Context: an optimization exercise on an open-source flow, tuned for small area and a short achievable clock period. The choices shown serve that exercise and are no tape-out recipe.
Function was checked by simulation only, so behaviour that the tests miss may differ from the original.

<file path="flow/config.mk">
export PLATFORM = sky130hd
export DESIGN_NAME = ALU_TOP
export DESIGN_NICKNAME = ALU_TOP
export VERILOG_FILES = /design/flow/design.v
export SDC_FILE = /design/flow/constraint.sdc
export NUM_CORES = 4
export LEC_CHECK = 0
export ABC_AREA = 1
export CAP_MARGIN = 50
export CORE_MARGIN = 2
export CORE_UTILIZATION = 50
export SLEW_MARGIN = 70
</file>
<file path="flow/constraint.sdc">
create_clock -name core_clock -period 84.0 [get_ports {clk}]
set_input_delay 16.8000 -clock core_clock [delete_from_list [all_inputs] [get_ports {clk}]]
set_output_delay 16.8000 -clock core_clock [all_outputs]
set_load 0.01 [all_outputs]
</file>
<file path="flow/design.v">
module Decoder_UNIT (
	input  wire [3 : 0] ALU_FUN_DEC,
	output wire         Arith_Enable,
	output wire         Logic_Enable,
	output wire         CMP_Enable,
	output wire         Shift_Enable
);
	assign Arith_Enable = (ALU_FUN_DEC[3:2] == 2'b00);
	assign Logic_Enable = (ALU_FUN_DEC[3:2] == 2'b01);
	assign CMP_Enable   = (ALU_FUN_DEC[3:2] == 2'b10);
	assign Shift_Enable = (ALU_FUN_DEC[3:2] == 2'b11);
endmodule
module ARITHMETIC_UNIT (
	input  wire signed [15:0] A_ARITHMETIC,
	input  wire signed [15:0] B_ARITHMETIC,
	input  wire               clk, rst,
	input  wire        [3:0]  ALU_FUN,
	input  wire               ARITHMETIC_Enable,
	output wire               CMP_EQ,    
	output wire               CMP_LT,    
	output reg                ALU_Carry,
	output reg         [31:0] ARITHMETIC_OUT,
	output reg                ARITHMETIC_Flag
);
	wire [15:0] A = A_ARITHMETIC;
	wire [15:0] B = B_ARITHMETIC;
	wire        sub = ALU_FUN[0] | ALU_FUN[3];
	wire [15:0] bx  = B ^ {16{sub}};
	wire [16:0] s16 = {1'b0, A} + {1'b0, bx} + {16'd0, sub};
	wire        sum16 = A[15] ^ bx[15] ^ s16[16];
	assign CMP_LT = ~s16[16];
	assign CMP_EQ = (s16[15:0] == 16'd0);
	wire [31:0] addsub = {{15{sum16}}, sum16, s16[15:0]};
	wire [31:0] prod; MUL16S MUL_U (.a(A), .b(B), .p(prod));
	wire [31:0] quot;
	DIV16S DIV_U (.a(A), .b(B), .y(quot));
	reg [31:0] res;
	always @(*) begin
		case (ALU_FUN[1:0])
			2'b00, 2'b01: res = addsub;
			2'b10:        res = prod;
			default:      res = quot;
		endcase
	end
	always @(posedge clk or negedge rst) begin
		if (!rst) begin
			ARITHMETIC_OUT  <= 0;
			ARITHMETIC_Flag <= 0;
			ALU_Carry       <= 0;
		end else begin
			ARITHMETIC_OUT  <= ARITHMETIC_Enable ? res : 32'd0;
			ARITHMETIC_Flag <= ARITHMETIC_Enable;
			ALU_Carry       <= ARITHMETIC_Enable & ~ALU_FUN[1] & sum16;
		end
	end
endmodule
module MUL16S (
	input  wire [15:0] a,
	input  wire [15:0] b,
	output wire [31:0] p
);
	wire one1;
	wire two2;
	wire neg3;
	wire pp4;
	wire pp5;
	wire pp6;
	wire pp7;
	wire pp8;
	wire pp9;
	wire pp10;
	wire pp11;
	wire pp12;
	wire pp13;
	wire pp14;
	wire pp15;
	wire pp16;
	wire pp17;
	wire pp18;
	wire pp19;
	wire pp20;
	wire ns21;
	wire one22;
	wire two23;
	wire neg24;
	wire pp25;
	wire pp26;
	wire pp27;
	wire pp28;
	wire pp29;
	wire pp30;
	wire pp31;
	wire pp32;
	wire pp33;
	wire pp34;
	wire pp35;
	wire pp36;
	wire pp37;
	wire pp38;
	wire pp39;
	wire pp40;
	wire pp41;
	wire ns42;
	wire one43;
	wire two44;
	wire neg45;
	wire pp46;
	wire pp47;
	wire pp48;
	wire pp49;
	wire pp50;
	wire pp51;
	wire pp52;
	wire pp53;
	wire pp54;
	wire pp55;
	wire pp56;
	wire pp57;
	wire pp58;
	wire pp59;
	wire pp60;
	wire pp61;
	wire pp62;
	wire ns63;
	wire one64;
	wire two65;
	wire neg66;
	wire pp67;
	wire pp68;
	wire pp69;
	wire pp70;
	wire pp71;
	wire pp72;
	wire pp73;
	wire pp74;
	wire pp75;
	wire pp76;
	wire pp77;
	wire pp78;
	wire pp79;
	wire pp80;
	wire pp81;
	wire pp82;
	wire pp83;
	wire ns84;
	wire one85;
	wire two86;
	wire neg87;
	wire pp88;
	wire pp89;
	wire pp90;
	wire pp91;
	wire pp92;
	wire pp93;
	wire pp94;
	wire pp95;
	wire pp96;
	wire pp97;
	wire pp98;
	wire pp99;
	wire pp100;
	wire pp101;
	wire pp102;
	wire pp103;
	wire pp104;
	wire ns105;
	wire one106;
	wire two107;
	wire neg108;
	wire pp109;
	wire pp110;
	wire pp111;
	wire pp112;
	wire pp113;
	wire pp114;
	wire pp115;
	wire pp116;
	wire pp117;
	wire pp118;
	wire pp119;
	wire pp120;
	wire pp121;
	wire pp122;
	wire pp123;
	wire pp124;
	wire pp125;
	wire ns126;
	wire one127;
	wire two128;
	wire neg129;
	wire pp130;
	wire pp131;
	wire pp132;
	wire pp133;
	wire pp134;
	wire pp135;
	wire pp136;
	wire pp137;
	wire pp138;
	wire pp139;
	wire pp140;
	wire pp141;
	wire pp142;
	wire pp143;
	wire pp144;
	wire pp145;
	wire pp146;
	wire ns147;
	wire one148;
	wire two149;
	wire neg150;
	wire pp151;
	wire pp152;
	wire pp153;
	wire pp154;
	wire pp155;
	wire pp156;
	wire pp157;
	wire pp158;
	wire pp159;
	wire pp160;
	wire pp161;
	wire pp162;
	wire pp163;
	wire pp164;
	wire pp165;
	wire pp166;
	wire pp167;
	wire ns168;
	wire s169;
	wire c170;
	wire s171;
	wire c172;
	wire s173;
	wire c174;
	wire s175;
	wire c176;
	wire s177;
	wire c178;
	wire s179;
	wire c180;
	wire s181;
	wire c182;
	wire s183;
	wire c184;
	wire s185;
	wire c186;
	wire s187;
	wire c188;
	wire s189;
	wire c190;
	wire s191;
	wire c192;
	wire s193;
	wire c194;
	wire s195;
	wire c196;
	wire s197;
	wire c198;
	wire s199;
	wire c200;
	wire s201;
	wire c202;
	wire s203;
	wire c204;
	wire s205;
	wire c206;
	wire s207;
	wire c208;
	wire s209;
	wire c210;
	wire s211;
	wire c212;
	wire s213;
	wire c214;
	wire s215;
	wire s216;
	wire c217;
	wire s218;
	wire c219;
	wire s220;
	wire c221;
	wire s222;
	wire c223;
	wire s224;
	wire c225;
	wire s226;
	wire c227;
	wire s228;
	wire c229;
	wire s230;
	wire c231;
	wire s232;
	wire c233;
	wire s234;
	wire c235;
	wire s236;
	wire c237;
	wire s238;
	wire c239;
	wire s240;
	wire c241;
	wire s242;
	wire c243;
	wire s244;
	wire c245;
	wire s246;
	wire c247;
	wire s248;
	wire c249;
	wire s250;
	wire c251;
	wire s252;
	wire c253;
	wire s254;
	wire c255;
	wire s256;
	wire c257;
	wire s258;
	wire c259;
	wire s260;
	wire c261;
	wire s262;
	wire c263;
	wire s264;
	wire c265;
	wire s266;
	wire c267;
	wire s268;
	wire c269;
	wire s270;
	wire c271;
	wire s272;
	wire c273;
	wire s274;
	wire c275;
	wire s276;
	wire c277;
	wire s278;
	wire c279;
	wire s280;
	wire c281;
	wire s282;
	wire c283;
	wire s284;
	wire c285;
	wire s286;
	wire s287;
	wire c288;
	wire s289;
	wire c290;
	wire s291;
	wire c292;
	wire s293;
	wire c294;
	wire s295;
	wire c296;
	wire s297;
	wire c298;
	wire s299;
	wire c300;
	wire s301;
	wire c302;
	wire s303;
	wire c304;
	wire s305;
	wire c306;
	wire s307;
	wire c308;
	wire s309;
	wire c310;
	wire s311;
	wire c312;
	wire s313;
	wire c314;
	wire s315;
	wire c316;
	wire s317;
	wire c318;
	wire s319;
	wire c320;
	wire s321;
	wire c322;
	wire s323;
	wire c324;
	wire s325;
	wire c326;
	wire s327;
	wire c328;
	wire s329;
	wire c330;
	wire s331;
	wire c332;
	wire s333;
	wire s334;
	wire c335;
	wire s336;
	wire c337;
	wire s338;
	wire c339;
	wire s340;
	wire c341;
	wire s342;
	wire c343;
	wire s344;
	wire c345;
	wire s346;
	wire c347;
	wire s348;
	wire c349;
	wire s350;
	wire c351;
	wire s352;
	wire c353;
	wire s354;
	wire c355;
	wire s356;
	wire c357;
	wire s358;
	wire c359;
	wire s360;
	wire c361;
	wire s362;
	wire c363;
	wire s364;
	wire c365;
	wire s366;
	wire c367;
	wire s368;
	wire c369;
	wire s370;
	wire c371;
	wire s372;
	wire c373;
	wire s374;
	wire c375;
	wire s376;
	wire c377;
	wire s378;
	wire c379;
	wire s380;
	wire c381;
	wire s382;
	wire c383;
	wire s384;
	wire c385;
	wire s386;
	wire c387;
	wire s388;
	wire s389;
	wire c390;
	wire s391;
	wire c392;
	wire s393;
	wire c394;
	wire s395;
	wire c396;
	wire s397;
	wire c398;
	wire s399;
	wire c400;
	wire s401;
	wire c402;
	wire s403;
	wire c404;
	wire s405;
	wire c406;
	wire s407;
	wire c408;
	wire s409;
	wire c410;
	wire s411;
	wire c412;
	wire s413;
	wire c414;
	wire s415;
	wire c416;
	wire s417;
	wire c418;
	wire s419;
	wire c420;
	wire s421;
	wire c422;
	wire s423;
	wire c424;
	wire s425;
	wire c426;
	wire s427;
	wire c428;
	wire s429;
	wire c430;
	wire s431;
	wire c432;
	wire s433;
	wire c434;
	wire s435;
	wire c436;
	wire s437;
	wire c438;
	wire s439;
	wire c440;
	wire s441;
	wire c442;
	wire s443;
	wire c444;
	wire s445;
	wire c446;
	wire s447;
	wire c448;
	wire s449;
	wire c450;
	wire s451;
	wire c452;
	assign one1 = b[0] ^ 1'b0;
	assign two2 = (b[1] & ~b[0] & ~1'b0) | (~b[1] & b[0] & 1'b0);
	assign neg3 = b[1];
	assign pp4 = ((one1 & a[0]) | (two2 & 1'b0)) ^ neg3;
	assign pp5 = ((one1 & a[1]) | (two2 & a[0])) ^ neg3;
	assign pp6 = ((one1 & a[2]) | (two2 & a[1])) ^ neg3;
	assign pp7 = ((one1 & a[3]) | (two2 & a[2])) ^ neg3;
	assign pp8 = ((one1 & a[4]) | (two2 & a[3])) ^ neg3;
	assign pp9 = ((one1 & a[5]) | (two2 & a[4])) ^ neg3;
	assign pp10 = ((one1 & a[6]) | (two2 & a[5])) ^ neg3;
	assign pp11 = ((one1 & a[7]) | (two2 & a[6])) ^ neg3;
	assign pp12 = ((one1 & a[8]) | (two2 & a[7])) ^ neg3;
	assign pp13 = ((one1 & a[9]) | (two2 & a[8])) ^ neg3;
	assign pp14 = ((one1 & a[10]) | (two2 & a[9])) ^ neg3;
	assign pp15 = ((one1 & a[11]) | (two2 & a[10])) ^ neg3;
	assign pp16 = ((one1 & a[12]) | (two2 & a[11])) ^ neg3;
	assign pp17 = ((one1 & a[13]) | (two2 & a[12])) ^ neg3;
	assign pp18 = ((one1 & a[14]) | (two2 & a[13])) ^ neg3;
	assign pp19 = ((one1 & a[15]) | (two2 & a[14])) ^ neg3;
	assign pp20 = ((one1 & a[15]) | (two2 & a[15])) ^ neg3;
	assign ns21 = ~pp20;
	assign one22 = b[2] ^ b[1];
	assign two23 = (b[3] & ~b[2] & ~b[1]) | (~b[3] & b[2] & b[1]);
	assign neg24 = b[3];
	assign pp25 = ((one22 & a[0]) | (two23 & 1'b0)) ^ neg24;
	assign pp26 = ((one22 & a[1]) | (two23 & a[0])) ^ neg24;
	assign pp27 = ((one22 & a[2]) | (two23 & a[1])) ^ neg24;
	assign pp28 = ((one22 & a[3]) | (two23 & a[2])) ^ neg24;
	assign pp29 = ((one22 & a[4]) | (two23 & a[3])) ^ neg24;
	assign pp30 = ((one22 & a[5]) | (two23 & a[4])) ^ neg24;
	assign pp31 = ((one22 & a[6]) | (two23 & a[5])) ^ neg24;
	assign pp32 = ((one22 & a[7]) | (two23 & a[6])) ^ neg24;
	assign pp33 = ((one22 & a[8]) | (two23 & a[7])) ^ neg24;
	assign pp34 = ((one22 & a[9]) | (two23 & a[8])) ^ neg24;
	assign pp35 = ((one22 & a[10]) | (two23 & a[9])) ^ neg24;
	assign pp36 = ((one22 & a[11]) | (two23 & a[10])) ^ neg24;
	assign pp37 = ((one22 & a[12]) | (two23 & a[11])) ^ neg24;
	assign pp38 = ((one22 & a[13]) | (two23 & a[12])) ^ neg24;
	assign pp39 = ((one22 & a[14]) | (two23 & a[13])) ^ neg24;
	assign pp40 = ((one22 & a[15]) | (two23 & a[14])) ^ neg24;
	assign pp41 = ((one22 & a[15]) | (two23 & a[15])) ^ neg24;
	assign ns42 = ~pp41;
	assign one43 = b[4] ^ b[3];
	assign two44 = (b[5] & ~b[4] & ~b[3]) | (~b[5] & b[4] & b[3]);
	assign neg45 = b[5];
	assign pp46 = ((one43 & a[0]) | (two44 & 1'b0)) ^ neg45;
	assign pp47 = ((one43 & a[1]) | (two44 & a[0])) ^ neg45;
	assign pp48 = ((one43 & a[2]) | (two44 & a[1])) ^ neg45;
	assign pp49 = ((one43 & a[3]) | (two44 & a[2])) ^ neg45;
	assign pp50 = ((one43 & a[4]) | (two44 & a[3])) ^ neg45;
	assign pp51 = ((one43 & a[5]) | (two44 & a[4])) ^ neg45;
	assign pp52 = ((one43 & a[6]) | (two44 & a[5])) ^ neg45;
	assign pp53 = ((one43 & a[7]) | (two44 & a[6])) ^ neg45;
	assign pp54 = ((one43 & a[8]) | (two44 & a[7])) ^ neg45;
	assign pp55 = ((one43 & a[9]) | (two44 & a[8])) ^ neg45;
	assign pp56 = ((one43 & a[10]) | (two44 & a[9])) ^ neg45;
	assign pp57 = ((one43 & a[11]) | (two44 & a[10])) ^ neg45;
	assign pp58 = ((one43 & a[12]) | (two44 & a[11])) ^ neg45;
	assign pp59 = ((one43 & a[13]) | (two44 & a[12])) ^ neg45;
	assign pp60 = ((one43 & a[14]) | (two44 & a[13])) ^ neg45;
	assign pp61 = ((one43 & a[15]) | (two44 & a[14])) ^ neg45;
	assign pp62 = ((one43 & a[15]) | (two44 & a[15])) ^ neg45;
	assign ns63 = ~pp62;
	assign one64 = b[6] ^ b[5];
	assign two65 = (b[7] & ~b[6] & ~b[5]) | (~b[7] & b[6] & b[5]);
	assign neg66 = b[7];
	assign pp67 = ((one64 & a[0]) | (two65 & 1'b0)) ^ neg66;
	assign pp68 = ((one64 & a[1]) | (two65 & a[0])) ^ neg66;
	assign pp69 = ((one64 & a[2]) | (two65 & a[1])) ^ neg66;
	assign pp70 = ((one64 & a[3]) | (two65 & a[2])) ^ neg66;
	assign pp71 = ((one64 & a[4]) | (two65 & a[3])) ^ neg66;
	assign pp72 = ((one64 & a[5]) | (two65 & a[4])) ^ neg66;
	assign pp73 = ((one64 & a[6]) | (two65 & a[5])) ^ neg66;
	assign pp74 = ((one64 & a[7]) | (two65 & a[6])) ^ neg66;
	assign pp75 = ((one64 & a[8]) | (two65 & a[7])) ^ neg66;
	assign pp76 = ((one64 & a[9]) | (two65 & a[8])) ^ neg66;
	assign pp77 = ((one64 & a[10]) | (two65 & a[9])) ^ neg66;
	assign pp78 = ((one64 & a[11]) | (two65 & a[10])) ^ neg66;
	assign pp79 = ((one64 & a[12]) | (two65 & a[11])) ^ neg66;
	assign pp80 = ((one64 & a[13]) | (two65 & a[12])) ^ neg66;
	assign pp81 = ((one64 & a[14]) | (two65 & a[13])) ^ neg66;
	assign pp82 = ((one64 & a[15]) | (two65 & a[14])) ^ neg66;
	assign pp83 = ((one64 & a[15]) | (two65 & a[15])) ^ neg66;
	assign ns84 = ~pp83;
	assign one85 = b[8] ^ b[7];
	assign two86 = (b[9] & ~b[8] & ~b[7]) | (~b[9] & b[8] & b[7]);
	assign neg87 = b[9];
	assign pp88 = ((one85 & a[0]) | (two86 & 1'b0)) ^ neg87;
	assign pp89 = ((one85 & a[1]) | (two86 & a[0])) ^ neg87;
	assign pp90 = ((one85 & a[2]) | (two86 & a[1])) ^ neg87;
	assign pp91 = ((one85 & a[3]) | (two86 & a[2])) ^ neg87;
	assign pp92 = ((one85 & a[4]) | (two86 & a[3])) ^ neg87;
	assign pp93 = ((one85 & a[5]) | (two86 & a[4])) ^ neg87;
	assign pp94 = ((one85 & a[6]) | (two86 & a[5])) ^ neg87;
	assign pp95 = ((one85 & a[7]) | (two86 & a[6])) ^ neg87;
	assign pp96 = ((one85 & a[8]) | (two86 & a[7])) ^ neg87;
	assign pp97 = ((one85 & a[9]) | (two86 & a[8])) ^ neg87;
	assign pp98 = ((one85 & a[10]) | (two86 & a[9])) ^ neg87;
	assign pp99 = ((one85 & a[11]) | (two86 & a[10])) ^ neg87;
	assign pp100 = ((one85 & a[12]) | (two86 & a[11])) ^ neg87;
	assign pp101 = ((one85 & a[13]) | (two86 & a[12])) ^ neg87;
	assign pp102 = ((one85 & a[14]) | (two86 & a[13])) ^ neg87;
	assign pp103 = ((one85 & a[15]) | (two86 & a[14])) ^ neg87;
	assign pp104 = ((one85 & a[15]) | (two86 & a[15])) ^ neg87;
	assign ns105 = ~pp104;
	assign one106 = b[10] ^ b[9];
	assign two107 = (b[11] & ~b[10] & ~b[9]) | (~b[11] & b[10] & b[9]);
	assign neg108 = b[11];
	assign pp109 = ((one106 & a[0]) | (two107 & 1'b0)) ^ neg108;
	assign pp110 = ((one106 & a[1]) | (two107 & a[0])) ^ neg108;
	assign pp111 = ((one106 & a[2]) | (two107 & a[1])) ^ neg108;
	assign pp112 = ((one106 & a[3]) | (two107 & a[2])) ^ neg108;
	assign pp113 = ((one106 & a[4]) | (two107 & a[3])) ^ neg108;
	assign pp114 = ((one106 & a[5]) | (two107 & a[4])) ^ neg108;
	assign pp115 = ((one106 & a[6]) | (two107 & a[5])) ^ neg108;
	assign pp116 = ((one106 & a[7]) | (two107 & a[6])) ^ neg108;
	assign pp117 = ((one106 & a[8]) | (two107 & a[7])) ^ neg108;
	assign pp118 = ((one106 & a[9]) | (two107 & a[8])) ^ neg108;
	assign pp119 = ((one106 & a[10]) | (two107 & a[9])) ^ neg108;
	assign pp120 = ((one106 & a[11]) | (two107 & a[10])) ^ neg108;
	assign pp121 = ((one106 & a[12]) | (two107 & a[11])) ^ neg108;
	assign pp122 = ((one106 & a[13]) | (two107 & a[12])) ^ neg108;
	assign pp123 = ((one106 & a[14]) | (two107 & a[13])) ^ neg108;
	assign pp124 = ((one106 & a[15]) | (two107 & a[14])) ^ neg108;
	assign pp125 = ((one106 & a[15]) | (two107 & a[15])) ^ neg108;
	assign ns126 = ~pp125;
	assign one127 = b[12] ^ b[11];
	assign two128 = (b[13] & ~b[12] & ~b[11]) | (~b[13] & b[12] & b[11]);
	assign neg129 = b[13];
	assign pp130 = ((one127 & a[0]) | (two128 & 1'b0)) ^ neg129;
	assign pp131 = ((one127 & a[1]) | (two128 & a[0])) ^ neg129;
	assign pp132 = ((one127 & a[2]) | (two128 & a[1])) ^ neg129;
	assign pp133 = ((one127 & a[3]) | (two128 & a[2])) ^ neg129;
	assign pp134 = ((one127 & a[4]) | (two128 & a[3])) ^ neg129;
	assign pp135 = ((one127 & a[5]) | (two128 & a[4])) ^ neg129;
	assign pp136 = ((one127 & a[6]) | (two128 & a[5])) ^ neg129;
	assign pp137 = ((one127 & a[7]) | (two128 & a[6])) ^ neg129;
	assign pp138 = ((one127 & a[8]) | (two128 & a[7])) ^ neg129;
	assign pp139 = ((one127 & a[9]) | (two128 & a[8])) ^ neg129;
	assign pp140 = ((one127 & a[10]) | (two128 & a[9])) ^ neg129;
	assign pp141 = ((one127 & a[11]) | (two128 & a[10])) ^ neg129;
	assign pp142 = ((one127 & a[12]) | (two128 & a[11])) ^ neg129;
	assign pp143 = ((one127 & a[13]) | (two128 & a[12])) ^ neg129;
	assign pp144 = ((one127 & a[14]) | (two128 & a[13])) ^ neg129;
	assign pp145 = ((one127 & a[15]) | (two128 & a[14])) ^ neg129;
	assign pp146 = ((one127 & a[15]) | (two128 & a[15])) ^ neg129;
	assign ns147 = ~pp146;
	assign one148 = b[14] ^ b[13];
	assign two149 = (b[15] & ~b[14] & ~b[13]) | (~b[15] & b[14] & b[13]);
	assign neg150 = b[15];
	assign pp151 = ((one148 & a[0]) | (two149 & 1'b0)) ^ neg150;
	assign pp152 = ((one148 & a[1]) | (two149 & a[0])) ^ neg150;
	assign pp153 = ((one148 & a[2]) | (two149 & a[1])) ^ neg150;
	assign pp154 = ((one148 & a[3]) | (two149 & a[2])) ^ neg150;
	assign pp155 = ((one148 & a[4]) | (two149 & a[3])) ^ neg150;
	assign pp156 = ((one148 & a[5]) | (two149 & a[4])) ^ neg150;
	assign pp157 = ((one148 & a[6]) | (two149 & a[5])) ^ neg150;
	assign pp158 = ((one148 & a[7]) | (two149 & a[6])) ^ neg150;
	assign pp159 = ((one148 & a[8]) | (two149 & a[7])) ^ neg150;
	assign pp160 = ((one148 & a[9]) | (two149 & a[8])) ^ neg150;
	assign pp161 = ((one148 & a[10]) | (two149 & a[9])) ^ neg150;
	assign pp162 = ((one148 & a[11]) | (two149 & a[10])) ^ neg150;
	assign pp163 = ((one148 & a[12]) | (two149 & a[11])) ^ neg150;
	assign pp164 = ((one148 & a[13]) | (two149 & a[12])) ^ neg150;
	assign pp165 = ((one148 & a[14]) | (two149 & a[13])) ^ neg150;
	assign pp166 = ((one148 & a[15]) | (two149 & a[14])) ^ neg150;
	assign pp167 = ((one148 & a[15]) | (two149 & a[15])) ^ neg150;
	assign ns168 = ~pp167;
	assign s169 = neg108 ^ pp109;
	assign c170 = neg108 & pp109;
	assign s171 = pp110 ^ pp91;
	assign c172 = pp110 & pp91;
	assign s173 = neg129 ^ pp130 ^ pp111;
	assign c174 = (neg129 & pp130) | (neg129 & pp111) | (pp130 & pp111);
	assign s175 = pp92 ^ pp73;
	assign c176 = pp92 & pp73;
	assign s177 = pp131 ^ pp112 ^ pp93;
	assign c178 = (pp131 & pp112) | (pp131 & pp93) | (pp112 & pp93);
	assign s179 = pp74 ^ pp55;
	assign c180 = pp74 & pp55;
	assign s181 = neg150 ^ pp151 ^ pp132;
	assign c182 = (neg150 & pp151) | (neg150 & pp132) | (pp151 & pp132);
	assign s183 = pp113 ^ pp94 ^ pp75;
	assign c184 = (pp113 & pp94) | (pp113 & pp75) | (pp94 & pp75);
	assign s185 = pp56 ^ pp37;
	assign c186 = pp56 & pp37;
	assign s187 = pp152 ^ pp133 ^ pp114;
	assign c188 = (pp152 & pp133) | (pp152 & pp114) | (pp133 & pp114);
	assign s189 = pp95 ^ pp76 ^ pp57;
	assign c190 = (pp95 & pp76) | (pp95 & pp57) | (pp76 & pp57);
	assign s191 = pp38 ^ pp19;
	assign c192 = pp38 & pp19;
	assign s193 = ~(pp153 ^ pp134);
	assign c194 = pp153 | pp134;
	assign s195 = pp115 ^ pp96 ^ pp77;
	assign c196 = (pp115 & pp96) | (pp115 & pp77) | (pp96 & pp77);
	assign s197 = pp58 ^ pp39 ^ ns21;
	assign c198 = (pp58 & pp39) | (pp58 & ns21) | (pp39 & ns21);
	assign s199 = ~(pp154 ^ pp135);
	assign c200 = pp154 | pp135;
	assign s201 = pp116 ^ pp97 ^ pp78;
	assign c202 = (pp116 & pp97) | (pp116 & pp78) | (pp97 & pp78);
	assign s203 = pp59 ^ pp40;
	assign c204 = pp59 & pp40;
	assign s205 = pp155 ^ pp136 ^ pp117;
	assign c206 = (pp155 & pp136) | (pp155 & pp117) | (pp136 & pp117);
	assign s207 = pp98 ^ pp79 ^ pp60;
	assign c208 = (pp98 & pp79) | (pp98 & pp60) | (pp79 & pp60);
	assign s209 = ~(pp156 ^ pp137);
	assign c210 = pp156 | pp137;
	assign s211 = pp118 ^ pp99;
	assign c212 = pp118 & pp99;
	assign s213 = pp157 ^ pp138 ^ pp119;
	assign c214 = (pp157 & pp138) | (pp157 & pp119) | (pp138 & pp119);
	assign s215 = ~pp158;
	assign s216 = neg66 ^ pp67;
	assign c217 = neg66 & pp67;
	assign s218 = pp68 ^ pp49;
	assign c219 = pp68 & pp49;
	assign s220 = neg87 ^ pp88 ^ pp69;
	assign c221 = (neg87 & pp88) | (neg87 & pp69) | (pp88 & pp69);
	assign s222 = pp50 ^ pp31;
	assign c223 = pp50 & pp31;
	assign s224 = pp89 ^ pp70 ^ pp51;
	assign c225 = (pp89 & pp70) | (pp89 & pp51) | (pp70 & pp51);
	assign s226 = pp32 ^ pp13;
	assign c227 = pp32 & pp13;
	assign s228 = pp90 ^ pp71 ^ pp52;
	assign c229 = (pp90 & pp71) | (pp90 & pp52) | (pp71 & pp52);
	assign s230 = pp33 ^ pp14 ^ s169;
	assign c231 = (pp33 & pp14) | (pp33 & s169) | (pp14 & s169);
	assign s232 = pp72 ^ pp53 ^ pp34;
	assign c233 = (pp72 & pp53) | (pp72 & pp34) | (pp53 & pp34);
	assign s234 = pp15 ^ s171 ^ c170;
	assign c235 = (pp15 & s171) | (pp15 & c170) | (s171 & c170);
	assign s236 = pp54 ^ pp35 ^ pp16;
	assign c237 = (pp54 & pp35) | (pp54 & pp16) | (pp35 & pp16);
	assign s238 = s175 ^ s173 ^ c172;
	assign c239 = (s175 & s173) | (s175 & c172) | (s173 & c172);
	assign s240 = pp36 ^ pp17 ^ s179;
	assign c241 = (pp36 & pp17) | (pp36 & s179) | (pp17 & s179);
	assign s242 = s177 ^ c176 ^ c174;
	assign c243 = (s177 & c176) | (s177 & c174) | (c176 & c174);
	assign s244 = pp18 ^ s185 ^ s183;
	assign c245 = (pp18 & s185) | (pp18 & s183) | (s185 & s183);
	assign s246 = s181 ^ c180 ^ c178;
	assign c247 = (s181 & c180) | (s181 & c178) | (c180 & c178);
	assign s248 = s191 ^ s189 ^ s187;
	assign c249 = (s191 & s189) | (s191 & s187) | (s189 & s187);
	assign s250 = c186 ^ c184 ^ c182;
	assign c251 = (c186 & c184) | (c186 & c182) | (c184 & c182);
	assign s252 = s197 ^ s195 ^ s193;
	assign c253 = (s197 & s195) | (s197 & s193) | (s195 & s193);
	assign s254 = c192 ^ c190 ^ c188;
	assign c255 = (c192 & c190) | (c192 & c188) | (c190 & c188);
	assign s256 = s203 ^ s201 ^ s199;
	assign c257 = (s203 & s201) | (s203 & s199) | (s201 & s199);
	assign s258 = c198 ^ c196 ^ c194;
	assign c259 = (c198 & c196) | (c198 & c194) | (c196 & c194);
	assign s260 = ns42 ^ s207 ^ s205;
	assign c261 = (ns42 & s207) | (ns42 & s205) | (s207 & s205);
	assign s262 = c204 ^ c202 ^ c200;
	assign c263 = (c204 & c202) | (c204 & c200) | (c202 & c200);
	assign s264 = pp80 ^ pp61 ^ s211;
	assign c265 = (pp80 & pp61) | (pp80 & s211) | (pp61 & s211);
	assign s266 = s209 ^ c208 ^ c206;
	assign c267 = (s209 & c208) | (s209 & c206) | (c208 & c206);
	assign s268 = pp100 ^ pp81 ^ ns63;
	assign c269 = (pp100 & pp81) | (pp100 & ns63) | (pp81 & ns63);
	assign s270 = s213 ^ c212 ^ c210;
	assign c271 = (s213 & c212) | (s213 & c210) | (c212 & c210);
	assign s272 = pp139 ^ pp120 ^ pp101;
	assign c273 = (pp139 & pp120) | (pp139 & pp101) | (pp120 & pp101);
	assign s274 = pp82 ^ s215 ^ c214;
	assign c275 = (pp82 & s215) | (pp82 & c214) | (s215 & c214);
	assign s276 = pp159 ^ pp140 ^ pp121;
	assign c277 = (pp159 & pp140) | (pp159 & pp121) | (pp140 & pp121);
	assign s278 = pp102 ^ ns84 ^ pp158;
	assign c279 = (pp102 & ns84) | (pp102 & pp158) | (ns84 & pp158);
	assign s280 = ~(pp160 ^ pp141);
	assign c281 = pp160 | pp141;
	assign s282 = pp122 ^ pp103;
	assign c283 = pp122 & pp103;
	assign s284 = pp161 ^ pp142 ^ pp123;
	assign c285 = (pp161 & pp142) | (pp161 & pp123) | (pp142 & pp123);
	assign s286 = ~pp162;
	assign s287 = neg45 ^ pp46;
	assign c288 = neg45 & pp46;
	assign s289 = pp47 ^ pp28;
	assign c290 = pp47 & pp28;
	assign s291 = pp48 ^ pp29 ^ pp10;
	assign c292 = (pp48 & pp29) | (pp48 & pp10) | (pp29 & pp10);
	assign s293 = pp30 ^ pp11 ^ s218;
	assign c294 = (pp30 & pp11) | (pp30 & s218) | (pp11 & s218);
	assign s295 = pp12 ^ s222 ^ s220;
	assign c296 = (pp12 & s222) | (pp12 & s220) | (s222 & s220);
	assign s297 = s226 ^ s224 ^ c223;
	assign c298 = (s226 & s224) | (s226 & c223) | (s224 & c223);
	assign s299 = s230 ^ s228 ^ c227;
	assign c300 = (s230 & s228) | (s230 & c227) | (s228 & c227);
	assign s301 = s234 ^ s232 ^ c231;
	assign c302 = (s234 & s232) | (s234 & c231) | (s232 & c231);
	assign s303 = s238 ^ s236 ^ c235;
	assign c304 = (s238 & s236) | (s238 & c235) | (s236 & c235);
	assign s305 = s242 ^ s240 ^ c239;
	assign c306 = (s242 & s240) | (s242 & c239) | (s240 & c239);
	assign s307 = s246 ^ s244 ^ c243;
	assign c308 = (s246 & s244) | (s246 & c243) | (s244 & c243);
	assign s309 = s250 ^ s248 ^ c247;
	assign c310 = (s250 & s248) | (s250 & c247) | (s248 & c247);
	assign s311 = s254 ^ s252 ^ c251;
	assign c312 = (s254 & s252) | (s254 & c251) | (s252 & c251);
	assign s313 = s258 ^ s256 ^ c255;
	assign c314 = (s258 & s256) | (s258 & c255) | (s256 & c255);
	assign s315 = s262 ^ s260 ^ c259;
	assign c316 = (s262 & s260) | (s262 & c259) | (s260 & c259);
	assign s317 = s266 ^ s264 ^ c263;
	assign c318 = (s266 & s264) | (s266 & c263) | (s264 & c263);
	assign s319 = s270 ^ s268 ^ c267;
	assign c320 = (s270 & s268) | (s270 & c267) | (s268 & c267);
	assign s321 = s274 ^ s272 ^ c271;
	assign c322 = (s274 & s272) | (s274 & c271) | (s272 & c271);
	assign s323 = s278 ^ s276 ^ c275;
	assign c324 = (s278 & s276) | (s278 & c275) | (s276 & c275);
	assign s325 = s282 ^ s280 ^ c279;
	assign c326 = (s282 & s280) | (s282 & c279) | (s280 & c279);
	assign s327 = ns105 ^ s284 ^ c283;
	assign c328 = (ns105 & s284) | (ns105 & c283) | (s284 & c283);
	assign s329 = pp143 ^ pp124 ^ s286;
	assign c330 = (pp143 & pp124) | (pp143 & s286) | (pp124 & s286);
	assign s331 = pp163 ^ pp144 ^ ns126;
	assign c332 = (pp163 & pp144) | (pp163 & ns126) | (pp144 & ns126);
	assign s333 = ~pp164;
	assign s334 = neg24 ^ pp25;
	assign c335 = neg24 & pp25;
	assign s336 = pp26 ^ pp7;
	assign c337 = pp26 & pp7;
	assign s338 = pp27 ^ pp8 ^ s287;
	assign c339 = (pp27 & pp8) | (pp27 & s287) | (pp8 & s287);
	assign s340 = pp9 ^ s289 ^ c288;
	assign c341 = (pp9 & s289) | (pp9 & c288) | (s289 & c288);
	assign s342 = s216 ^ s291 ^ c290;
	assign c343 = (s216 & s291) | (s216 & c290) | (s291 & c290);
	assign s344 = c217 ^ s293 ^ c292;
	assign c345 = (c217 & s293) | (c217 & c292) | (s293 & c292);
	assign s346 = c219 ^ s295 ^ c294;
	assign c347 = (c219 & s295) | (c219 & c294) | (s295 & c294);
	assign s348 = c221 ^ s297 ^ c296;
	assign c349 = (c221 & s297) | (c221 & c296) | (s297 & c296);
	assign s350 = c225 ^ s299 ^ c298;
	assign c351 = (c225 & s299) | (c225 & c298) | (s299 & c298);
	assign s352 = c229 ^ s301 ^ c300;
	assign c353 = (c229 & s301) | (c229 & c300) | (s301 & c300);
	assign s354 = c233 ^ s303 ^ c302;
	assign c355 = (c233 & s303) | (c233 & c302) | (s303 & c302);
	assign s356 = c237 ^ s305 ^ c304;
	assign c357 = (c237 & s305) | (c237 & c304) | (s305 & c304);
	assign s358 = c241 ^ s307 ^ c306;
	assign c359 = (c241 & s307) | (c241 & c306) | (s307 & c306);
	assign s360 = c245 ^ s309 ^ c308;
	assign c361 = (c245 & s309) | (c245 & c308) | (s309 & c308);
	assign s362 = c249 ^ s311 ^ c310;
	assign c363 = (c249 & s311) | (c249 & c310) | (s311 & c310);
	assign s364 = c253 ^ s313 ^ c312;
	assign c365 = (c253 & s313) | (c253 & c312) | (s313 & c312);
	assign s366 = c257 ^ s315 ^ c314;
	assign c367 = (c257 & s315) | (c257 & c314) | (s315 & c314);
	assign s368 = c261 ^ s317 ^ c316;
	assign c369 = (c261 & s317) | (c261 & c316) | (s317 & c316);
	assign s370 = c265 ^ s319 ^ c318;
	assign c371 = (c265 & s319) | (c265 & c318) | (s319 & c318);
	assign s372 = c269 ^ s321 ^ c320;
	assign c373 = (c269 & s321) | (c269 & c320) | (s321 & c320);
	assign s374 = c273 ^ s323 ^ c322;
	assign c375 = (c273 & s323) | (c273 & c322) | (s323 & c322);
	assign s376 = c277 ^ s325 ^ c324;
	assign c377 = (c277 & s325) | (c277 & c324) | (s325 & c324);
	assign s378 = c281 ^ s327 ^ c326;
	assign c379 = (c281 & s327) | (c281 & c326) | (s327 & c326);
	assign s380 = c285 ^ s329 ^ c328;
	assign c381 = (c285 & s329) | (c285 & c328) | (s329 & c328);
	assign s382 = pp162 ^ s331 ^ c330;
	assign c383 = (pp162 & s331) | (pp162 & c330) | (s331 & c330);
	assign s384 = pp145 ^ s333 ^ c332;
	assign c385 = (pp145 & s333) | (pp145 & c332) | (s333 & c332);
	assign s386 = pp165 ^ ns147 ^ pp164;
	assign c387 = (pp165 & ns147) | (pp165 & pp164) | (ns147 & pp164);
	assign s388 = ~pp166;
	assign s389 = pp4 ^ neg3;
	assign c390 = pp4 & neg3;
	assign p[0] = s389;
	assign s391 = pp5 ^ c390;
	assign c392 = pp5 & c390;
	assign p[1] = s391;
	assign s393 = s334 ^ pp6 ^ c392;
	assign c394 = (s334 & pp6) | (s334 & c392) | (pp6 & c392);
	assign p[2] = s393;
	assign s395 = c335 ^ s336 ^ c394;
	assign c396 = (c335 & s336) | (c335 & c394) | (s336 & c394);
	assign p[3] = s395;
	assign s397 = c337 ^ s338 ^ c396;
	assign c398 = (c337 & s338) | (c337 & c396) | (s338 & c396);
	assign p[4] = s397;
	assign s399 = c339 ^ s340 ^ c398;
	assign c400 = (c339 & s340) | (c339 & c398) | (s340 & c398);
	assign p[5] = s399;
	assign s401 = c341 ^ s342 ^ c400;
	assign c402 = (c341 & s342) | (c341 & c400) | (s342 & c400);
	assign p[6] = s401;
	assign s403 = c343 ^ s344 ^ c402;
	assign c404 = (c343 & s344) | (c343 & c402) | (s344 & c402);
	assign p[7] = s403;
	assign s405 = c345 ^ s346 ^ c404;
	assign c406 = (c345 & s346) | (c345 & c404) | (s346 & c404);
	assign p[8] = s405;
	assign s407 = c347 ^ s348 ^ c406;
	assign c408 = (c347 & s348) | (c347 & c406) | (s348 & c406);
	assign p[9] = s407;
	assign s409 = c349 ^ s350 ^ c408;
	assign c410 = (c349 & s350) | (c349 & c408) | (s350 & c408);
	assign p[10] = s409;
	assign s411 = c351 ^ s352 ^ c410;
	assign c412 = (c351 & s352) | (c351 & c410) | (s352 & c410);
	assign p[11] = s411;
	assign s413 = c353 ^ s354 ^ c412;
	assign c414 = (c353 & s354) | (c353 & c412) | (s354 & c412);
	assign p[12] = s413;
	assign s415 = c355 ^ s356 ^ c414;
	assign c416 = (c355 & s356) | (c355 & c414) | (s356 & c414);
	assign p[13] = s415;
	assign s417 = c357 ^ s358 ^ c416;
	assign c418 = (c357 & s358) | (c357 & c416) | (s358 & c416);
	assign p[14] = s417;
	assign s419 = c359 ^ s360 ^ c418;
	assign c420 = (c359 & s360) | (c359 & c418) | (s360 & c418);
	assign p[15] = s419;
	assign s421 = c361 ^ s362 ^ c420;
	assign c422 = (c361 & s362) | (c361 & c420) | (s362 & c420);
	assign p[16] = s421;
	assign s423 = c363 ^ s364 ^ c422;
	assign c424 = (c363 & s364) | (c363 & c422) | (s364 & c422);
	assign p[17] = s423;
	assign s425 = c365 ^ s366 ^ c424;
	assign c426 = (c365 & s366) | (c365 & c424) | (s366 & c424);
	assign p[18] = s425;
	assign s427 = c367 ^ s368 ^ c426;
	assign c428 = (c367 & s368) | (c367 & c426) | (s368 & c426);
	assign p[19] = s427;
	assign s429 = c369 ^ s370 ^ c428;
	assign c430 = (c369 & s370) | (c369 & c428) | (s370 & c428);
	assign p[20] = s429;
	assign s431 = c371 ^ s372 ^ c430;
	assign c432 = (c371 & s372) | (c371 & c430) | (s372 & c430);
	assign p[21] = s431;
	assign s433 = c373 ^ s374 ^ c432;
	assign c434 = (c373 & s374) | (c373 & c432) | (s374 & c432);
	assign p[22] = s433;
	assign s435 = c375 ^ s376 ^ c434;
	assign c436 = (c375 & s376) | (c375 & c434) | (s376 & c434);
	assign p[23] = s435;
	assign s437 = c377 ^ s378 ^ c436;
	assign c438 = (c377 & s378) | (c377 & c436) | (s378 & c436);
	assign p[24] = s437;
	assign s439 = c379 ^ s380 ^ c438;
	assign c440 = (c379 & s380) | (c379 & c438) | (s380 & c438);
	assign p[25] = s439;
	assign s441 = c381 ^ s382 ^ c440;
	assign c442 = (c381 & s382) | (c381 & c440) | (s382 & c440);
	assign p[26] = s441;
	assign s443 = c383 ^ s384 ^ c442;
	assign c444 = (c383 & s384) | (c383 & c442) | (s384 & c442);
	assign p[27] = s443;
	assign s445 = c385 ^ s386 ^ c444;
	assign c446 = (c385 & s386) | (c385 & c444) | (s386 & c444);
	assign p[28] = s445;
	assign s447 = c387 ^ s388 ^ c446;
	assign c448 = (c387 & s388) | (c387 & c446) | (s388 & c446);
	assign p[29] = s447;
	assign s449 = pp166 ^ ns168 ^ c448;
	assign c450 = (pp166 & ns168) | (pp166 & c448) | (ns168 & c448);
	assign p[30] = s449;
	assign s451 = 1'b1 ^ c450;
	assign c452 = 1'b1 & c450;
	assign p[31] = s451;
endmodule
module DIV16S (
	input  wire [15:0] a,
	input  wire [15:0] b,
	output wire [31:0] y
);
	wire        nA = a[15];
	wire        nB = b[15];
	wire [15:0] N  = nA ? (~a + 16'd1) : a;
	wire [16:0] D1 = {1'b0, nB ? (~b + 16'd1) : b};
	wire [17:0] D2 = {D1, 1'b0};
	wire [17:0] D3 = {1'b0, D1} + D2;
	wire        bz = (b == 16'd0);
	wire [15:0] q;
	wire [15:0] rem [0:8];
	assign rem[8] = 16'd0;
	genvar j;
	generate
		for (j = 7; j >= 0; j = j - 1) begin : st
			localparam integer W = 16 - 2*j;
			wire [W-1:0] rin;
			if (W == 2) begin : r2
				assign rin = N[2*j+1:2*j];
			end else begin : rn
				assign rin = {rem[j+1][W-3:0], N[2*j+1:2*j]};
			end
			wire f1, f2, f3;
			if (W >= 17) begin : fa1 assign f1 = 1'b1; end else begin : fb1 assign f1 = ~(|D1[16:W]); end
			if (W >= 18) begin : fa2 assign f2 = 1'b1; end else begin : fb2 assign f2 = ~(|D2[17:W]); end
			assign f3 = (D1 <= (((1 << W) - 1) / 3));
			wire [W:0] s1 = {1'b0, rin} + {1'b0, ~D1[W-1:0]} + 1'b1;
			wire [W:0] s2 = {1'b0, rin} + {1'b0, ~D2[W-1:0]} + 1'b1;
			wire [W:0] s3 = {1'b0, rin} + {1'b0, ~D3[W-1:0]} + 1'b1;
			wire g1 = f1 & s1[W];
			wire g2 = f2 & s2[W];
			wire g3 = f3 & s3[W];
			assign q[2*j+1] = g2;
			assign q[2*j]   = g3 | (g1 & ~g2);
			wire [W-1:0] rout = g3 ? s3[W-1:0] : g2 ? s2[W-1:0] : g1 ? s1[W-1:0] : rin;
			if (W < 16) begin : pad
				assign rem[j] = {{(16-W){1'b0}}, rout};
			end else begin : nopad
				assign rem[j] = rout;
			end
		end
	endgenerate
	wire        neg = (nA ^ nB) & ~bz;
	wire [15:0] qlo = neg ? (~q + 16'd1) : q;
	wire        qhi = bz | (neg & (|q));
	assign y = {{16{qhi}}, qlo};
endmodule
module LOGIC_UNIT (
	input  wire [15:0] A_logic,
	input  wire [15:0] B_logic,
	input  wire        clk, rst,
	input  wire [1:0]  FUN,
	input  wire        Logic_Enable,
	output wire [31:0] Logic_OUT,
	output reg         Logic_Flag
);
	reg  [15:0] lo;
	reg         hi;
	wire [15:0] val = (FUN[0] ? (A_logic | B_logic) : (A_logic & B_logic)) ^ {16{FUN[1]}};
	always @(posedge clk or negedge rst) begin
		if (!rst) begin
			lo <= 0; hi <= 0; Logic_Flag <= 0;
		end else begin
			lo <= Logic_Enable ? val : 16'd0;
			hi <= Logic_Enable & FUN[1];
			Logic_Flag <= Logic_Enable;
		end
	end
	assign Logic_OUT = {{16{hi}}, lo};
endmodule
module CMP_UNIT (
	input  wire        eq,     
	input  wire        lt,     
	input  wire        clk, rst,
	input  wire [1:0]  FUN,
	input  wire        CMP_Enable,
	output wire [31:0] CMP_OUT,
	output reg         CMP_Flag
);
	reg  [1:0] r;
	wire gt = ~eq & ~lt;
	wire b0 = (FUN == 2'b01) ? eq : (FUN == 2'b11) ? lt : 1'b0;
	wire b1 = (FUN == 2'b10) ? gt : (FUN == 2'b11) ? lt : 1'b0;
	always @(posedge clk or negedge rst) begin
		if (!rst) begin
			r <= 0; CMP_Flag <= 0;
		end else begin
			r <= CMP_Enable ? {b1, b0} : 2'b00;
			CMP_Flag <= CMP_Enable;
		end
	end
	assign CMP_OUT = {30'd0, r};
endmodule
module SHIFT_UNIT (
	input  wire [15:0] A_SHIFT,
	input  wire [15:0] B_SHIFT,
	input  wire        clk, rst,
	input  wire [1:0]  FUN,
	input  wire        SHIFT_Enable,
	output wire [31:0] SHIFT_OUT,
	output reg         SHIFT_Flag
);
	reg  [16:0] r;
	wire [15:0] x   = FUN[1] ? B_SHIFT : A_SHIFT;
	wire [16:0] val = FUN[0] ? {x, 1'b0} : {2'b00, x[15:1]};
	always @(posedge clk or negedge rst) begin
		if (!rst) begin
			r <= 0; SHIFT_Flag <= 0;
		end else begin
			r <= SHIFT_Enable ? val : 17'd0;
			SHIFT_Flag <= SHIFT_Enable;
		end
	end
	assign SHIFT_OUT = {15'd0, r};
endmodule
module ALU_TOP # (
	parameter A_WIDTH_TOP = 16,
	parameter B_WIDTH_TOP = 16,
	parameter OUT_WIDTH_TOP = A_WIDTH_TOP + B_WIDTH_TOP)
(	input  wire signed [A_WIDTH_TOP-1 : 0]   A,
	input  wire signed [B_WIDTH_TOP-1 : 0]   B,
	input  wire                              clk, rst,
	input  wire        [3 : 0]               ALU_FUN,
	output wire        [OUT_WIDTH_TOP-1 : 0] ARITHMETIC_OUT,
	output wire        [OUT_WIDTH_TOP-1 : 0] Logic_OUT,
	output wire        [OUT_WIDTH_TOP-1 : 0] CMP_OUT,
	output wire        [OUT_WIDTH_TOP-1 : 0] SHIFT_OUT,
	output wire                              Carry_OUT,
	output wire                              ARITHMETIC_Flag,
	output wire                              Logic_Flag,
	output wire                              CMP_Flag,
	output wire                              SHIFT_Flag
);
wire int_Arith_Enable, int_Logic_Enable, int_CMP_Enable, int_Shift_Enable;
wire cmp_eq, cmp_lt;
Decoder_UNIT DEC_U (
	.ALU_FUN_DEC(ALU_FUN),
	.Arith_Enable(int_Arith_Enable),
	.Logic_Enable(int_Logic_Enable),
	.CMP_Enable(int_CMP_Enable),
	.Shift_Enable(int_Shift_Enable)
);
ARITHMETIC_UNIT ARITH_U (
	.A_ARITHMETIC(A),
	.B_ARITHMETIC(B),
	.clk(clk),
	.rst(rst),
	.ALU_FUN(ALU_FUN),
	.ARITHMETIC_Enable(int_Arith_Enable),
	.CMP_EQ(cmp_eq),
	.CMP_LT(cmp_lt),
	.ALU_Carry(Carry_OUT),
	.ARITHMETIC_OUT(ARITHMETIC_OUT),
	.ARITHMETIC_Flag(ARITHMETIC_Flag)
);
LOGIC_UNIT LOG_U (
	.A_logic(A),
	.B_logic(B),
	.clk(clk),
	.rst(rst),
	.FUN(ALU_FUN[1:0]),
	.Logic_Enable(int_Logic_Enable),
	.Logic_OUT(Logic_OUT),
	.Logic_Flag(Logic_Flag)
);
CMP_UNIT CMP_U (
	.eq(cmp_eq),
	.lt(cmp_lt),
	.clk(clk),
	.rst(rst),
	.FUN(ALU_FUN[1:0]),
	.CMP_Enable(int_CMP_Enable),
	.CMP_OUT(CMP_OUT),
	.CMP_Flag(CMP_Flag)
);
SHIFT_UNIT SHIFT_U (
	.A_SHIFT(A),
	.B_SHIFT(B),
	.clk(clk),
	.rst(rst),
	.FUN(ALU_FUN[1:0]),
	.SHIFT_Enable(int_Shift_Enable),
	.SHIFT_OUT(SHIFT_OUT),
	.SHIFT_Flag(SHIFT_Flag)
);
endmodule
</file>
<file path="flow/flow/run.sh">
#!/bin/bash
# The standard layout, except that the port buffers are buf_1 cells.
set -euo pipefail
bash standard.sh "BUFFER_PORTS_ARGS=-buffer_cell sky130_fd_sc_hd__buf_1" finish > standard_flow.log 2>&1
</file>
<file path="flow/standard.sh">
#!/bin/bash
# synth_recipe.tcl (not shown) runs the flow's synth.tcl, then flattens the netlist and writes it again
# the make line also repeats each setting of config.mk as NAME=value (left out here)
make -C /OpenROAD-flow-scripts/flow DESIGN_CONFIG=/design/flow/config.mk WORK_HOME=/design/flow/orfs CLKGATE_MAP_FILE= SYNTH_SCRIPT=/design/flow/synth_recipe.tcl "${@:-finish}"
</file>
==> run notes <==
status=timing/DRC/antenna clean; EDFF count, synth=0; largest net degree at the start of global routing=78; Finished Layout Cells=3417; RSZ-0062 raised after global routing=no; Yosys cell types=60; Starting DRT DRC Count=1555; Num CTS Buffers=9; hold_buf cts=0; area delta synth->final=8.29%; Setup TNS=0 ps; Setup Buffers After CTS=0; drt total wl=74100 µm; Clock Pin Slew Worst Setup and Hold Paths=70 ps; # nets final=3332; Crit Path Class=in -> reg; CTS tree=built; die area=42800 µm²; final RePlAce weighted congestion=1.00; Synth Flop Type=dfrtp_1; layout cell share with drive strength beyond 1=10.1%; CP Data Required Time=84310 ps; CTS root buf=clkbuf_16; minimum clock period=38560 ps; Seq/Total Area, Yosys=8.87%; PortBufs=125; asr flop ratio synth=100%; DP HPWL=58700 µm; Critical Path AT=38870 ps; Syn. warnings=5; Synth area leader=ha_1; register bit count reported by yosys=73; mean number of vias per cell=5.87; row count=74; chip width=207 µm; TritonRoute pass-1 iters=5; cell area after synthesis=20600 µm²; Cells after Synth=2811; Syn Area/Cell=7.32 µm²; startpoint types=input port; clock sinks=73; placed cell count=3400; min-delay worst type=in -> async; crit-path max FO=23; Initial Utilization=50.5%; die height=207 µm; Tot GR Track Use=35.0%; endpoints failing setup=0; fmax=25.9 MHz; Area contributors post-synth=ha_1, fa_1, xor2_1, dfrtp_1, inv_1; first-pass GRT wire length=114000 µm; CP max stage cell=ha_1; total number of vias=20100; Synth top area share=17.0%; CP Capture Type=flop; Avg WL per Cell=21.7 µm; most frequent CP cell=nand2_1; remaining global-route overflow=0; antenna violations before repair=1; Worst path max stage delay=380 ps; H-tree lvl count=3; final instance area=22300 µm²; I/O pin count=171; Placement Cell Area=21900 µm²; max cap viols=0; CTS max path bufs=2; DRC=0; vias in the first global route=19800; Final Hold Fails=0; CTS resizes=0; core box area=40700 µm²; Pins Over Slew Limit=0; ratio of final minimum period to clock period=45.9%; diode count=0; worst hold margin=16350 ps; Final ANT Viol Nets=0
cell families after synthesis:
logic type / synth area share (%)
xor+xnor: 12.5
compound gates: 20.5
other cells: 0.0182
flops: 8.87
buf+inv: 12.3
fa+ha+maj: 30.1
simple gates: 15.6
mux: 0.158
worst max path at each step:
stage / from / endpoint / slack (ps)
finish: B[0] / ARITH_U.ARITHMETIC_OUT[14]$_DFF_PN0_ / 45440
global route: B[0] / ARITH_U.ARITHMETIC_OUT[14]$_DFF_PN0_ / 43170
CTS: B[3] / ARITH_U.ARITHMETIC_OUT[14]$_DFF_PN0_ / 45280
detailed placement: B[3] / ARITH_U.ARITHMETIC_OUT[14]$_DFF_PN0_ / 44970
global placement: B[1] / ARITH_U.ARITHMETIC_OUT[14]$_DFF_PN0_ / 44920
floorplan: B[15] / ARITH_U.ARITHMETIC_OUT[10]$_DFF_PN0_ / 48890
synth_stat cells (8+ instances only):
master and n:
a211oi_1 9, a21o_1 9, a21oi_1 253, and2_1 9
buf_1 18, buf_4 61, clkbuf_1 65, clkinv_1 12
dfrtp_1 73, fa_1 135, ha_1 279, inv_1 406
inv_2 30, nand2_1 344, nand2_2 28, nand2_4 8
nand3_1 82, nand3_2 9, nand4_1 21, nor2_1 126
nor3_1 17, o211ai_1 26, o21ai_0 201, o21bai_1 41
o221ai_1 8, o22ai_1 142, o31ai_1 8, or2_2 19
xnor2_1 40, xor2_1 254
per-stage QoR:
| stage | util [%] | setup slack, ps |
|---|---|---|
| final | 54.7 | 45440 |
| after detailed placement | 53.8 | 44970 |
| after global placement | 52.4 | 44920 |
| after CTS | 54.5 | 45280 |
| after global routing | 54.7 | 43170 |
| after floorplan | - | 48890 |
flip-flops by register name, summed over array words and instances, names as in the netlist:
signal,flops
LOG_U.Logic_Flag,1
LOG_U.lo,16
ARITH_U.ALU_Carry,1
ARITH_U.ARITHMETIC_OUT,32
SHIFT_U.SHIFT_Flag,1
ARITH_U.ARITHMETIC_Flag,1
LOG_U.hi,1
CMP_U.CMP_Flag,1
CMP_U.r,2
SHIFT_U.r,17
placed cells by master (no fill, tap or decap), types with 9 or more instances in the layout:
master     netlist  routed
a211oi_1         9       9
a21o_1           9       9
a21oi_1        253     248
and2_1           9       9
buf_1           18     112
buf_4           61      35
clkbuf_16        0       9
conb_1           1      45
dfrtp_1         73      72
fa_1           135     134
ha_1           279     278
inv_1          406     384
inv_2           30      36
inv_4            1      15
nand2_1        344     329
nand2_2         28      42
nand2_4          8       9
nand3_1         82      81
nand3_2          9      10
nand4_1         21      21
nor2_1         126     122
nor3_1          17      16
o211ai_1        26      26
o21ai_0        201     170
o21ai_1          5      22
o21ai_2          1      15
o21bai_1        41      41
o22ai_1        142     138
or2_2           19      19
xnor2_1         40      38
xor2_1         254     236
xor2_2           0      10
layer usage:
metal / part of all wire (%) / routed length (µm) / global-route usage (%) / vias to the layer above
met1: 40 / 29800 / 44.3 / 9611
li1: - / - / - / 9394
met4: 6.1 / 4510 / 19.6 / 2
met5: 0.0094 / 7 / 0 / -
met3: 6.1 / 4560 / 3.23 / 237
met2: 48 / 35200 / 58.6 / 829
cell type report:
type	count	area, µm²
Timing Repair Buffer	167	857
Fill cell	4051	18400
Tap cell	532	666
Sequential cell	73	1830
Clock buffer	9	225
Multi-Input combinational cell	2179	16900
Clock inverter	7	62.6
Inverter	450	1740
worst max-delay path: cells and delay by family:
kind	cells	cell delay (ps)
adder cells (fa/ha/maj)	10	3250
AND/OR/NAND/NOR	58	7750
buffers and inverters	20	3270
AO/OA/AOI/OAI	50	7800

## static timing again, ports no longer ideal
How much do the figures lean on ideal ports? The routed layout below was timed once more, with nothing changed but the port constraints. Step 1: set_driving_cell puts a clkbuf_16 on clk and a buf_2 on each other input, an assumption about the parent block. Step 2 moves the port delays by t, midway between the first and last clock arrival at a register: inputs arrive t later, outputs are due t later. That takes back most of the time a late clock gives input paths. Three values: no drivers, after step 1, after step 2; two values: the first two.
t, ns: 0.410
setup slack, ns: 45.435 / 45.464 / 45.054
worst register clock-pin slew, ns: 0.07 / 0.07
After both steps setup and hold are still met in this run. For this run, drivers alone change the setup slack by +0.029 ns; drivers and shift together by -0.381 ns.
